This is an optimization exercise on Yosys and OpenROAD, whose aim is small area, not a production implementation. The RTL was checked by simulation tests, not by an equivalence proof against the original design. No activity file was given, so power comes from the tool's default toggle rates.

## flow/design.v

```verilog
module BallPhysics (
  input logic rst,
  input logic clk,
  input logic [31:0] dimensions,
  input logic [31:0] ballPosition,     
  input logic [31:0] ballVelocity,
  input logic [31:0] leftPaddlePosition,
  input logic [31:0] rightPaddlePosition,
  output logic [1:0] playerDidScore,      
  output logic [31:0] ballPositionOut,
  output logic [31:0] ballVelocityOut
);
  localparam PADDLE_HEIGHT = 16'h0064;
  localparam INITIAL_BALL_VELOCITY = 15;
  logic [31:0] ball_vel_reg;
  logic [31:0] ball_pos_reg;
  logic [1:0] player_score_reg;
  logic flagDidScore;
  always_ff @(posedge clk) begin 
    if (rst == 1'b0) begin
      ball_pos_reg[15:0] <= {1'b0, dimensions[15:1]}; 
      ball_pos_reg[31:16] <= {1'b0, dimensions[31:17]}; 
      ball_vel_reg <= {16'd5, 16'd5};
      player_score_reg <= 2'b00;
      flagDidScore <= 1'b0;
    end
    else begin player_score_reg <= 2'b00;
      ball_pos_reg <= ballPosition;
      flagDidScore <= 1'b0;
      if (((ballPosition[15:0] + 16'h000F) >= dimensions[15:0]) ||  (ballPosition[15:0] <= 16'h000A)) begin
        ball_vel_reg[15:0] <= ~ballVelocity[15:0] + 16'h01;
      end
      if ((ballPosition[31:16] < (leftPaddlePosition[31:16] + 16'h000D))) begin
        if ((ballPosition[15:0] < leftPaddlePosition[15:0] + PADDLE_HEIGHT) && ((ballPosition[15:0] > leftPaddlePosition[15:0]))) begin
          ball_vel_reg[31:16] <= ~ballVelocity[31:16] + 16'h01;
        end else begin
          player_score_reg <= 2'b01;
          flagDidScore <= 1'b1;
        end
      end 
      if (((ballPosition[31:16]+ 16'h000D)  > rightPaddlePosition[31:16])) begin
        if ((ballPosition[15:0] < (rightPaddlePosition[15:0] + PADDLE_HEIGHT)) && (ballPosition[15:0] > rightPaddlePosition[15:0])) begin
        ball_vel_reg[31:16] <= ~ballVelocity[31:16] + 16'h01;
        end else begin
          player_score_reg <= 2'b10;
          flagDidScore <= 1'b1;
        end
      end
    end
  end
  always_comb begin
    ballPositionOut[15:0] = (flagDidScore == 1'b0) ? (ball_vel_reg[15:0] + ball_pos_reg[15:0]) : {1'b0, dimensions[15:1]};
    ballPositionOut[31:16] = (flagDidScore == 1'b0) ? (ball_vel_reg[31:16] + ball_pos_reg[31:16]) : {1'b0, dimensions[31:17]};
  end
  assign playerDidScore = player_score_reg;
  assign ballVelocityOut = ball_vel_reg;
endmodule
module PaddleAlgorithm (
  input logic clk,
  input logic rst,
  input logic [31:0] dimensions,
  input logic [31:0] ballPosition,    
  input logic [31:0] paddlePositionIn, 
  output logic [31:0] paddlePositionOut
);
  parameter [15:0] HALF_PADDLE_HEIGHT = 16'h0032;
  parameter [15:0] HALF_PADDLE_HEIGHT_COMPL = 16'hffCE;
  logic [15:0] half_dimension;
  logic [15:0] paddle_base;
  assign paddle_base = half_dimension + HALF_PADDLE_HEIGHT_COMPL;
  assign half_dimension = {1'b0, dimensions[15:1]};
  always_ff @(posedge clk) begin 
    if (rst == 1'b0) begin
      paddlePositionOut <= {paddlePositionIn[31:16], paddle_base};
    end else if ((paddlePositionIn[15:0] + HALF_PADDLE_HEIGHT) < ballPosition[15:0]) begin
      paddlePositionOut[15:0] <= ((paddlePositionIn[15:0] + (HALF_PADDLE_HEIGHT <<1)) < dimensions[15:0]) ? (paddlePositionIn[15:0] + 16'h0005): paddlePositionIn[15:0] ;
    end else begin
      paddlePositionOut[15:0] <= (paddlePositionIn[15:0] >= 16'h0005) ? (paddlePositionIn[15:0] + 16'hFFFB) : paddlePositionIn[15:0] ; 
    end
    paddlePositionOut[31:16] <= paddlePositionIn[31:16];
  end 
endmodule
module PingPong (
  input logic rst,
  input logic clk,
  input logic [31:0] dimensions,
  input logic [31:0] ballPosition,
  input logic [31:0] ballVelocity,
  input logic [31:0] leftPaddlePosition,
  input logic [31:0] rightPaddlePosition,
  output logic [15:0] scoreOut,
  output logic [31:0] leftPaddlePositionOut,
  output logic [31:0] rightPaddlePositionOut,
  output logic [31:0] ballPositionOut,
  output logic [31:0] ballVelocityOut
);
  logic [1:0] player_score_update_reg;
  logic [15:0] player_score_reg;
  PaddleAlgorithm automatedPaddle (
    .clk(clk),
    .rst(rst),
    .ballPosition(ballPosition),
    .dimensions(dimensions),
    .paddlePositionIn(leftPaddlePosition),
    .paddlePositionOut(leftPaddlePositionOut)
  );
  BallPhysics ballPixel (
    .rst(rst),
    .clk(clk),
    .dimensions(dimensions),
    .ballPosition(ballPosition),        
    .ballVelocity(ballVelocity),
    .leftPaddlePosition(leftPaddlePosition),
    .rightPaddlePosition(rightPaddlePosition),
    .playerDidScore(player_score_update_reg),                    
    .ballPositionOut(ballPositionOut),
    .ballVelocityOut(ballVelocityOut)
  );
  always_ff @(posedge clk) begin
    if (rst == 1'b0) player_score_reg <= 16'h0000;
    else begin
      if (player_score_update_reg != 2'b00) begin
        if (player_score_update_reg[1]) begin
          player_score_reg[15:8] <= player_score_reg[15:8] + 8'h01;
        end else begin
          player_score_reg[7:0] <= player_score_reg[7:0] + 8'h01;
        end
      end
    end
  end
  assign scoreOut = player_score_reg;
  assign rightPaddlePositionOut = rightPaddlePosition;
endmodule
```

## flow/run.sh

```bash
#!/bin/bash
# synth_recipe.tcl (not shown) runs the flow's synth.tcl, then flattens the netlist and writes it again
# the make line also repeats each setting of config.mk as NAME=value (left out here)
make -C /OpenROAD-flow-scripts/flow DESIGN_CONFIG=/design/flow/config.mk WORK_HOME=/design/flow/orfs CLKGATE_MAP_FILE= SYNTH_SCRIPT=/design/flow/synth_recipe.tcl finish
```

## flow/config.mk

```make
export PLATFORM = sky130hd
export DESIGN_NAME = PingPong
export DESIGN_NICKNAME = PingPong
export VERILOG_FILES = /design/flow/design.v
export SDC_FILE = /design/flow/constraint.sdc
export NUM_CORES = 4
export LEC_CHECK = 0
export CAP_MARGIN = 20
export CORE_MARGIN = 2
export CORE_UTILIZATION = 40
export SLEW_MARGIN = 20
```

## flow/constraint.sdc

```tcl
create_clock -name core_clock -period 10.0 [get_ports {clk}]
set_input_delay 2.0000 -clock core_clock [delete_from_list [all_inputs] [get_ports {clk}]]
set_output_delay 2.0000 -clock core_clock [all_outputs]
set_load 0.01 [all_outputs]
```

==> flow_summary_export.csv <==
group,metric,value,unit
synth,ys.flop_type,"dfxtp_1",
synth,synthXorXnorAreaFrac,0.119,
timing,final.setup.tns,0,ps
timing,slew_headroom,0.362,
setup_path,cp_cell_sequence,"clkdlybuf4s50_1 > ha_1 > a21oi_1 > a21oi_1 > nand3_1 > xnor2_1 > ha_1 > a21o_1 > nand3_1 > a21oi_1 > a211oi_1 > nand4_1 > o2111a_1 > nor3_1",
clock_tree,htreeDepth,4,
run_status,status,"complete, no violations",
synth,yosys_warnings,3,
synth,synthArstFlopShare,0,
clock_tree,cts_tree,"done",
worst_hold_path,worstHoldPathCells,2,
synth,synth_edf_count,0,
setup_path,worstPathMaxFanout,9,
detailed_routing,vias,11400,
global_route,antenna_found_initial,0,
setup_path,crit_path_start_kind,"input pin",
synth,synth-seq-cells,115,
die,initial_utilization,0.403,
synth,synth-compound-area-share,0.168,
timing,worst_pin_slew,951,ps
layout,area_growth,32.8,%
setup_path,cp.arrival,6760,ps
clock_tree,cts.clk_slew.worst_paths,60,ps
clock_tree,ctsHoldBuffers,0,
die,rows,62,
setup_path,worst-path-stages,14,
pwr,vdd_drop_max,78.1,µV
place,place_congestion,0.953,
synth,synth_most_common_cell,"ha_1",
die,die_area,0.0301,mm²
timing,hold_violations,0,
worst_hold_path,hp-class,"reg -> reg",
place,port_buffers,304,
clock_tree,cts_setup_buffers,0,
die,chipWidth,173,µm
clock_tree,clock_path_buffers,2,
synth,synthTopCellsByCount,"ha_1 (187), nand2_1 (131), inv_1 (117)",
run,cap_violations,0,
global_route,grt_max_degree,62,
setup_path,path_buf_inv,1,
clock_tree,post_cts_resized,0,
timing,setup_viol,0,
synth,synth-simple-area-share,0.200,
detailed_routing,post-route-drc-count,0,
synth,synth_cell_types,70,
global_route,track_usage,0.254,
clock_tree,cts_buffers,17,
setup_path,required,10290,ps
place,dp_hpwl,31600,µm
die,ios,306,
detailed_routing,drt-initial-drc-count,879,
detailed_routing,wl_per_cell,18.4,µm
die,core_area,0.0285,mm²
timing,period_needed,6480,ps
pwr,p_per_area,124,mW/mm²
synth,post-synth-top-area-cell,"ha_1",
setup_path,crit_top_cell,"a21oi_1",
setup_path,cpPeakStageDelay,790,ps
timing,rsz0062_at_grt,"false",
synth,netlist.area_leader.share,0.204,
synth,synth_mux_area_frac,0.0293,
place,dp_worst_setup_slack,3150,ps
clock_tree,root_buffer,"clkbuf_16",
global_route,grt_first_pass_wirelength,60800,µm
timing,drv_slew,0,
clock_tree,worstSkewPairLatency,410,ps
synth,synthesis.nets,1801,
setup_path,cp_slowest_cell,"a211oi_1",
synth,synth.avg_cell_area,7.92,µm²
pwr,finalPower,1.89,mW
timing,fin_skew,5.00,ps
setup_path,path_class,"in -> reg",
layout,num_antenna_cells,0,
global_route,grt_pass1_vias,11200,
layout,final_nets,2052,
detailed_routing,wl,38600,µm
clock_tree,clock-sinks,115,
setup_path,reg2reg_depth,5,
layout,drive_gt1_frac,0.0473,
setup_path,crit_path_end_kind,"register",
synth,synth.top_cells.by_area,"ha_1 (20%), dfxtp_1 (20%), xnor2_1 (8.3%)",
detailed_routing,ant_nets,0,
setup_path,rrSetupSlack,8520,ps
pwr,p_leak,6.60,nW
synth,synthAdderAreaFrac,0.207,
synth,synth_top_family_by_area,"adder cells",
synth,netlist_instances,1450,
timing,post-route-period-util,0.648,
die,dieHeight,173,µm
detailed_routing,vias_per_cell,5.41,
synth,mappedNetlistArea,0.0115,mm²
global_route,gr-total-overflow,0,
synth,ys_seq_area_frac,0.200,
detailed_routing,dr.pass1.iters,7,
timing,fin_ws,3520,ps
timing,fmax,154,MHz
setup_path,cp_top_family,"compound AO/OA/AOI/OAI gates",
-- tightest hold or removal path, cell delays in order, from the launching register on --
cell and delay [ps]:
dfxtp_1 330, nand2_1 50, o21ai_0 60
-- per-layer routing --
layer,vias to the layer above,share of wire,global-route usage
li1,5632,-,-
met1,5268,0.44,0.330
met2,393,0.47,0.434
met3,60,0.056,0.0329
met4,0,0.030,0.0893
met5,-,0,0
-- report_power, final --
| group | switching [mW] | internal (mW) |
|---|---|---|
| logic | 0.375 | 0.359 |
| registers | 0.0273 | 0.495 |
| clock network | 0.254 | 0.381 |
| total | 0.656 | 1.24 |
-- worst paths after layout --
check	start	to
max	leftPaddlePosition[2]	automatedPaddle.paddlePositionOut[9]
min	ballPixel.ball_vel_reg[20]	ballPixel.ball_vel_reg[20]
max reg2reg	ballPixel.player_score_reg[1]	player_score_reg[5]
min reg2reg	ballPixel.ball_vel_reg[20]	ballPixel.ball_vel_reg[20]
-- area by class of cell --
| type | count | area (µm²) |
|---|---|---|
| clock buffer | 17 | 425 |
| clock inverter | 15 | 186 |
| fill | 2801 | 13200 |
| inverter | 118 | 443 |
| multi-input combinational | 1140 | 8330 |
| sequential | 115 | 2300 |
| tap | 384 | 480 |
| timing repair buffer | 309 | 3090 |
-- kinds of logic after synthesis --
| family | after synthesis |
|---|---|
| AOI/OAI and AO/OA | 299 |
| xor gates and xnor gates | 156 |
| adders and majority gates | 189 |
| buffers and inverters | 195 |
| DFF | 115 |
| muxes | 31 |
| and+or+nand+nor | 465 |
-- cells in the final DEF (no fill, tap or decap), types with 9 or more instances in the layout --
cell type / n
ha_1: 187
dfxtp_1: 114
a21o_1: 41
a211oi_1: 9
nand2b_1: 15
or3_1: 12
inv_1: 117
mux2_2: 21
xnor2_1: 109
a31oi_1: 11
mux2i_1: 10
nor4_1: 17
nor3_1: 26
nand2_1: 131
nor2b_1: 12
clkdlybuf4s50_1: 303
nor2_1: 100
o31ai_1: 21
nand3_1: 64
and3_1: 10
clkbuf_16: 17
xor2_1: 47
a21oi_1: 62
o211ai_1: 9
nand4_1: 42
o21ai_0: 83
-- stage by stage --
step                instance area, µm²  instances  utilization  hold slack (ps)
floorplan                        11500       1450            -              489
global placement                 14600       2065        0.513              467
detailed placement               14600       2065        0.513              480
CTS                              15200       2097        0.535              489
global route                     15300       2098        0.536              504
finish                           15300       2098        0.536              483

-- separate check: timing with driven ports --
The results above use ideal ports. As a check the final layout listed here was re-extracted and re-timed, cells and wires unchanged. Step 1 (the two cells are an assumption about what drives the block):
set clk [get_ports {clk}]
set_driving_cell -lib_cell sky130_fd_sc_hd__clkbuf_16 $clk
set_driving_cell -lib_cell sky130_fd_sc_hd__buf_2 [delete_from_list [all_inputs] $clk]
Step 2 adds t to the input delays and takes it off the output delays; t is the mean of the earliest and latest rising clock arrival at the registers after step 1. Input paths then give back, and output paths get back, about the clock's delay inside the block. Three values: ideal ports, drivers, drivers and shift; two values: the first two.
t, ns: 0.455
setup WS [ns]: 3.525 / 3.550 / 3.095
clock arrival spread, ns: 0.013 / 0.014
worst slew at a driven data input, ns: 0.09
After both steps setup and hold are still met in this run. For this run, drivers alone change the setup slack by +0.025 ns; drivers and shift together by -0.430 ns.
